This is an optimization exercise on Yosys and OpenROAD, whose aim is small area, not a production implementation.
In this exercise RTL edits were held to simulation tests only and were not proved equivalent to the original.

==> inputs of 01-07 <==
==> flow/design.v <==
module top (
    input CLK,     
    input RST,     
    input PIN_19,  
    output PIN_12,  
    output PIN_13,  
    output PIN_14,  
    output PIN_15,  
    output PIN_16,  
    output PIN_20,  
    output PIN_24,  
    output LED,    
    output USBPU   
);
    function [11:0] inc12(input [11:0] a);
      integer i;
      reg c;
      begin
        c = 1'b1;
        for (i = 0; i < 12; i = i + 1) begin
          inc12[i] = a[i] ^ c;
          c = c & a[i];
        end
      end
    endfunction
    function lt12(input [11:0] a, input [11:0] b);
      integer i;
      reg l;
      begin
        l = 1'b0;
        for (i = 0; i < 12; i = i + 1)
          l = (~a[i] & b[i]) | (~(a[i] ^ b[i]) & l);
        lt12 = l;
      end
    endfunction
    function [11:0] sub12(input [11:0] a, input [11:0] b);
      integer i;
      reg c;
      begin
        c = 1'b1;
        for (i = 0; i < 12; i = i + 1) begin
          sub12[i] = a[i] ^ ~b[i] ^ c;
          c = (a[i] & ~b[i]) | (a[i] & c) | (~b[i] & c);
        end
      end
    endfunction
    assign USBPU = 0;
    assign LED = 0;
    reg [3:0] sync;
    always @(posedge CLK) begin
      if (RST)
        sync <= 4'b1111;
      else
        sync <= {sync[2:0], PIN_19};
    end
    wire rx = sync[3];
    localparam [10:0] UART_MID = 11'd323;
    localparam [10:0] UART_END = 11'd497;
    reg [10:0] cnt;
    reg [3:0]  st;
    reg [7:0]  pos;
    wire [11:0] st_inc = inc12({9'd0, st[2:0]});
    wire [10:0] cnt_inc = {cnt[9:0], ~(cnt[10] ^ cnt[8])};
    wire cnt_end = (cnt == UART_END);
    wire cnt_mid = (cnt == UART_MID);
    always @(posedge CLK) begin
      if (RST) begin
        cnt <= 0;
        st  <= 0;
        pos <= 0;
      end else begin
        if (st[3]) begin
          if (!cnt_end)
            cnt <= cnt_inc;
          else begin
            cnt <= 0;
            pos[st[2:0]] <= rx;
            st <= (st == 4'd15) ? 4'd2 : {1'b1, st_inc[2:0]};
          end
        end else case (st[1:0])
          2'd0: begin
            cnt <= 0;
            if (!rx) st <= 4'd1;
          end
          2'd1: begin
            if (cnt_mid) begin
              cnt <= 0;
              st  <= rx ? 4'd0 : 4'd8;
            end else
              cnt <= cnt_inc;
          end
          2'd2: begin
            if (!cnt_end)
              cnt <= cnt_inc;
            else begin
              cnt <= 0;
              st  <= 4'd3;
            end
          end
          2'd3: begin
            cnt <= 0;
            st  <= 4'd0;
          end
        endcase
      end
    end
    reg [8:0] hc;
    reg [9:0] vc;
    wire [11:0] hc_inc = inc12({3'd0, hc});
    wire [11:0] vc_inc = inc12({2'd0, vc});
    wire hwrap = (hc == 9'd405);    
    always @(posedge CLK) begin
      if (RST) begin
        hc <= 9'd408;
        vc <= 0;
      end else begin
        hc <= hwrap ? 9'd409 : hc_inc[8:0];
        if (hwrap)
          vc <= (vc == 10'd524) ? 10'd0 : vc_inc[9:0];
      end
    end
    assign PIN_12 = ~(!lt12({3'd0, hc}, 12'd418) && lt12({3'd0, hc}, 12'd479));
    assign PIN_13 = ~(hwrap ? (vc == 10'd9 || vc == 10'd10)
                            : (vc == 10'd10 || vc == 10'd11));
    localparam [5:0] DB_28 = 6'd28;    
    reg [8:0] tone_hi;
    reg [10:0] tone_mid;
    reg [5:0] pre;
    wire pre_low0 = (pre[4:0] == 5'd0);
    wire pre_wrap = pre_low0 & ~pre[5];
    wire [11:0] tm_inc = inc12({1'b0, tone_mid});
    wire [11:0] th_inc = inc12({3'd0, tone_hi});
    always @(posedge CLK) begin
      if (RST) begin
        pre <= 6'd0;
        tone_mid <= 11'h7ff;
        tone_hi <= 9'h1ff;
      end else begin
        pre <= {pre[4:0], pre[5] ^ pre[4] ^ pre_low0};
        if (pre_wrap) begin
          tone_mid <= tm_inc[10:0];
          if (tone_mid == 11'h7ff)
            tone_hi <= th_inc[8:0];
        end
      end
    end
    wire [25:17] tone = tone_hi;
    wire [7:0] ramp = tone[25] ? tone[24:17] : ~tone[24:17];
    wire ramp0 = (ramp == 8'd0);
    wire wall = (~hc[8] & (hc[7:0] == ramp)) | ((hc == 9'h1ff) & ramp0);
    wire [11:0] d = sub12(inc12({3'd0, hc}), {4'd0, pos});    
    wire player = (pos[7:1] != 7'd0) && (d[11:2] == 10'd0) && (d[1:0] != 2'd3);
    wire vact = !lt12({2'd0, vc}, 12'd45);
    wire vrow = (vc[9:2] == 8'd18 && vc[1:0] != 2'd3 || vc[9:2] == 8'd17 && vc[1:0] == 2'd3);
    assign PIN_14 = vact & wall;
    assign PIN_15 = vrow & player;
    assign PIN_16 = vrow & wall & player;
    localparam [6:0] SRV_TERM = 7'd113;
    reg [6:0] pre_s;
    reg [11:0] PulseCount;
    reg RCServo_pulse;
    wire tick = (pre_s == SRV_TERM);
    always @(posedge CLK) begin
      if (RST) begin
        pre_s <= 0;
        PulseCount <= 0;
        RCServo_pulse <= 1'b0;
      end else begin
        pre_s <= tick ? 7'd0 : {pre_s[5:0], ~(pre_s[6] ^ pre_s[5])};
        if (tick)
          PulseCount <= inc12(PulseCount);
        RCServo_pulse <= lt12(PulseCount, {4'b0001, pos});
      end
    end
    assign PIN_24 = RCServo_pulse;
    localparam [8:0] NOTE_TERM = 9'd147;
    localparam [8:0] NOTE_RST  = 9'd374;
    reg [8:0] mnote;
    reg marm;
    reg wave_form;
    wire nterm = (mnote == NOTE_TERM);
    always @(posedge CLK) begin
      if (RST) begin
        mnote <= NOTE_RST;
        marm <= 1'b0;
        wave_form <= 1'b0;
      end else begin
        mnote <= nterm ? 9'd0 : {mnote[7:0], ~(mnote[8] ^ mnote[4])};
        if (tone_mid[10] & tone_mid[9] & ~tone_hi[0])
          marm <= 1'b1;
        if (marm & nterm & (pre == DB_28))
          wave_form <= ~wave_form;
      end
    end
    assign PIN_20 = wave_form;
endmodule
==> flow/flow/run.sh <==
#!/bin/bash
# The standard layout (standard.sh), with these changes:
#  - synthesis script flow/my_synth.tcl in place of synth_recipe.tcl (same
#    passes and registers; only the gate mapping of the logic differs);
#  - ports buffered with buf_1 (every port still gets its own buffer);
#  - clock tree of clkbuf_8 without dummy balancing loads.
# Full tool output goes to flow.log.
set -euo pipefail
here=$(pwd)
cat >> config.mk <<'EOC'
export BUFFER_PORTS_ARGS = -buffer_cell sky130_fd_sc_hd__buf_1
export CTS_ARGS = -sink_clustering_enable -repair_clock_nets -buf_list sky130_fd_sc_hd__clkbuf_8 -dont_use_dummy_load
EOC
sed "s#SYNTH_SCRIPT=[^ ]*#SYNTH_SCRIPT=$here/flow/my_synth.tcl#" standard.sh > my_standard.sh
grep -q "SYNTH_SCRIPT=$here/flow/my_synth.tcl" my_standard.sh
bash my_standard.sh > flow.log 2>&1
==> flow/flow/my_synth.tcl <==
# The standard synthesis (synth_recipe.tcl: same passes, same registers),
# with two changes to the gate mapping of the combinational logic:
#  - extract_fa is skipped, so adders stay plain gates for ABC;
#  - the final ABC mapping runs an area-oriented script (deep AIG
#    resynthesis, then area-recovering mapping) with a loose delay target,
#    once per seed in abc_seeds; the smallest result is kept.
set ::my_synth_dir [file dirname [file normalize [info script]]]
set ::abc_seeds {1 2 3 4 5 6 7 8}

proc extract_fa {args} { puts "my_synth: extract_fa skipped" }

proc my_area {lib} {
  set f [file join $::env(OBJECTS_DIR) my_synth_stat.txt]
  yosys tee -q -o $f stat -liberty $lib
  set fh [open $f r]
  set txt [read $fh]
  close $fh
  if {![regexp {Chip area for module[^:]*:\s*([0-9.]+)} $txt -> a]} { error "my_synth: no area" }
  return $a
}

proc abc {args} {
  set out {}
  set skip 0
  set lib ""
  set prev ""
  foreach a $args {
    if {$prev eq "-liberty" && $lib eq ""} { set lib $a }
    set prev $a
    if {$skip} { set skip 0; continue }
    if {$a eq "-script" || $a eq "-D"} { set skip 1; continue }
    lappend out $a
  }
  lappend out -D 10000
  yosys design -save my_pre_abc
  set best ""
  foreach seed $::abc_seeds {
    yosys design -load my_pre_abc
    set sf [file join $::env(OBJECTS_DIR) my_abc_$seed.script]
    set fh [open $sf w]
    puts $fh "strash\n&get -n\n&deepsyn -T 10 -S $seed\n&put\n&get -n\n&dch -f\n&nf -R 1000\n&put"
    close $fh
    yosys abc {*}$out -script $sf
    set a [my_area $lib]
    puts "my_synth: abc seed $seed area $a"
    if {$best eq "" || $a < $best} {
      set best $a
      yosys design -save my_best_abc
    }
  }
  yosys design -load my_best_abc
  puts "my_synth: kept area $best"
}

source [file join $::my_synth_dir .. synth_recipe.tcl]
==> flow/standard.sh <==
#!/bin/bash
# synth_recipe.tcl (not shown) runs the flow's synth.tcl, then flattens the netlist and writes it again
# the make line also repeats each setting of config.mk as NAME=value (left out here)
make -C /OpenROAD-flow-scripts/flow DESIGN_CONFIG=/design/flow/config.mk WORK_HOME=/design/flow/orfs CLKGATE_MAP_FILE= SYNTH_SCRIPT=/design/flow/synth_recipe.tcl "${@:-finish}"
==> flow/config.mk <==
export PLATFORM = sky130hd
export DESIGN_NAME = top
export DESIGN_NICKNAME = top
export VERILOG_FILES = /design/flow/design.v
export SDC_FILE = /design/flow/constraint.sdc
export NUM_CORES = 4
export LEC_CHECK = 0
export CAP_MARGIN = 20
export CORE_MARGIN = 2
export CORE_UTILIZATION = 40
export CTS_BUF_LIST = sky130_fd_sc_hd__clkbuf_8
export SLEW_MARGIN = 20
export BUFFER_PORTS_ARGS = -buffer_cell sky130_fd_sc_hd__buf_1
export CTS_ARGS = -sink_clustering_enable -repair_clock_nets -buf_list sky130_fd_sc_hd__clkbuf_8 -dont_use_dummy_load
==> flow/constraint.sdc <==
create_clock -name core_clock -period 10.0 [get_ports {CLK}]
set_input_delay 2.0000 -clock core_clock [delete_from_list [all_inputs] [get_ports {CLK}]]
set_output_delay 2.0000 -clock core_clock [all_outputs]
set_load 0.01 [all_outputs]
==> inputs of 04-20, as changes to 01-07 <==
--- a/flow/design.v
+++ b/flow/design.v
@@ -97,10 +97,7 @@
               st  <= 4'd3;
             end
           end
-          2'd3: begin
-            cnt <= 0;
-            st  <= 4'd0;
-          end
+          2'd3: st <= 4'd0;
         endcase
       end
     end
==> flow/flow/abc_area.script (new file) <==
strash
&get -n
&deepsyn -T 20
&put
&get -n
&dch -f
&nf -R 1000
&put
==> flow/flow/my_synth.tcl (replaced) <==
# The standard synthesis (synth_recipe.tcl, same passes, same registers),
# with two changes to the gate mapping of the combinational logic:
#  - extract_fa is skipped, so adders stay plain gates for ABC;
#  - ABC runs an area-oriented script (abc_area.script beside this file)
#    with a loose delay target instead of ORFS's speed script.
proc extract_fa {args} { puts "my_synth: extract_fa skipped" }
proc abc {args} {
  set out {}
  set skip 0
  foreach a $args {
    if {$skip} { set skip 0; continue }
    if {$a eq "-script" || $a eq "-D"} { set skip 1; continue }
    lappend out $a
  }
  lappend out -script [file join $::my_synth_dir abc_area.script] -D 10000
  puts "my_synth: abc $out"
  yosys abc {*}$out
}
set ::my_synth_dir [file dirname [file normalize [info script]]]
source [file join $::my_synth_dir .. synth_recipe.tcl]
==> impl_metrics.py <==
metrics = {
    "outcome": {
        "status": "timing/DRC/antenna clean",
    },
    "logic_synthesis": {
        "yosys.area_share.simple": 0.250,
        "synth.avg_cell_area_um2": 9.07,
        "ys_types": 46,
    },
    "floorplan": {
        "start_util": 0.411,
    },
    "sta": {
        "min_period_ns": 4.97,
    },
    "final_layout": {
        "multiInputGateArea_mm2": 0.00211,
    },
}
[end of results for 01-07]
==> impl_metrics.py <==
metrics = {
    "outcome": {
        "status": "timing/DRC/antenna clean",
    },
    "logic_synthesis": {
        "synth.avg_cell_area_um2": 8.87,
        "yosys.area_share.simple": 0.260,
    },
    "worst_hold_path": {
        "hold_start": "sync[0]",
    },
    "sta": {
        "min_period_ns": 5.15,
    },
    "floorplan": {
        "start_util": 0.416,
    },
    "global_route": {
        "gr-usage-met3": 0.0362,
    },
}
[end of results for 04-20]

## afterwards: timing with drivers on the ports
How much do the figures lean on ideal ports? The routed layouts below were timed once more, with nothing changed but the port constraints.
Step 1, drivers: a clkbuf_16 drives CLK and a buf_2 each remaining input, both assumed.
Step 2, shift: input delay + t, output delay - t, t = (earliest + latest rising clock arrival at the registers) / 2. This alone moves slack from input paths to output paths.
a / b / c = ideal ports / drivers / drivers and shift; a / b = the first two.
run	t (ns)	slack for setup (ns)	hold slack, ns	worst setup path at the end	slew at the worst register clock pin (ns)
01-07	0.367	5.031 / 5.000 / 5.368	0.408 / 0.408 / 0.408	register to output	0.10 / 0.10
04-20	0.390	4.852 / 4.822 / 5.212	0.416 / 0.416 / 0.416	register to output	0.10 / 0.10
After both steps every run listed still meets setup and hold.
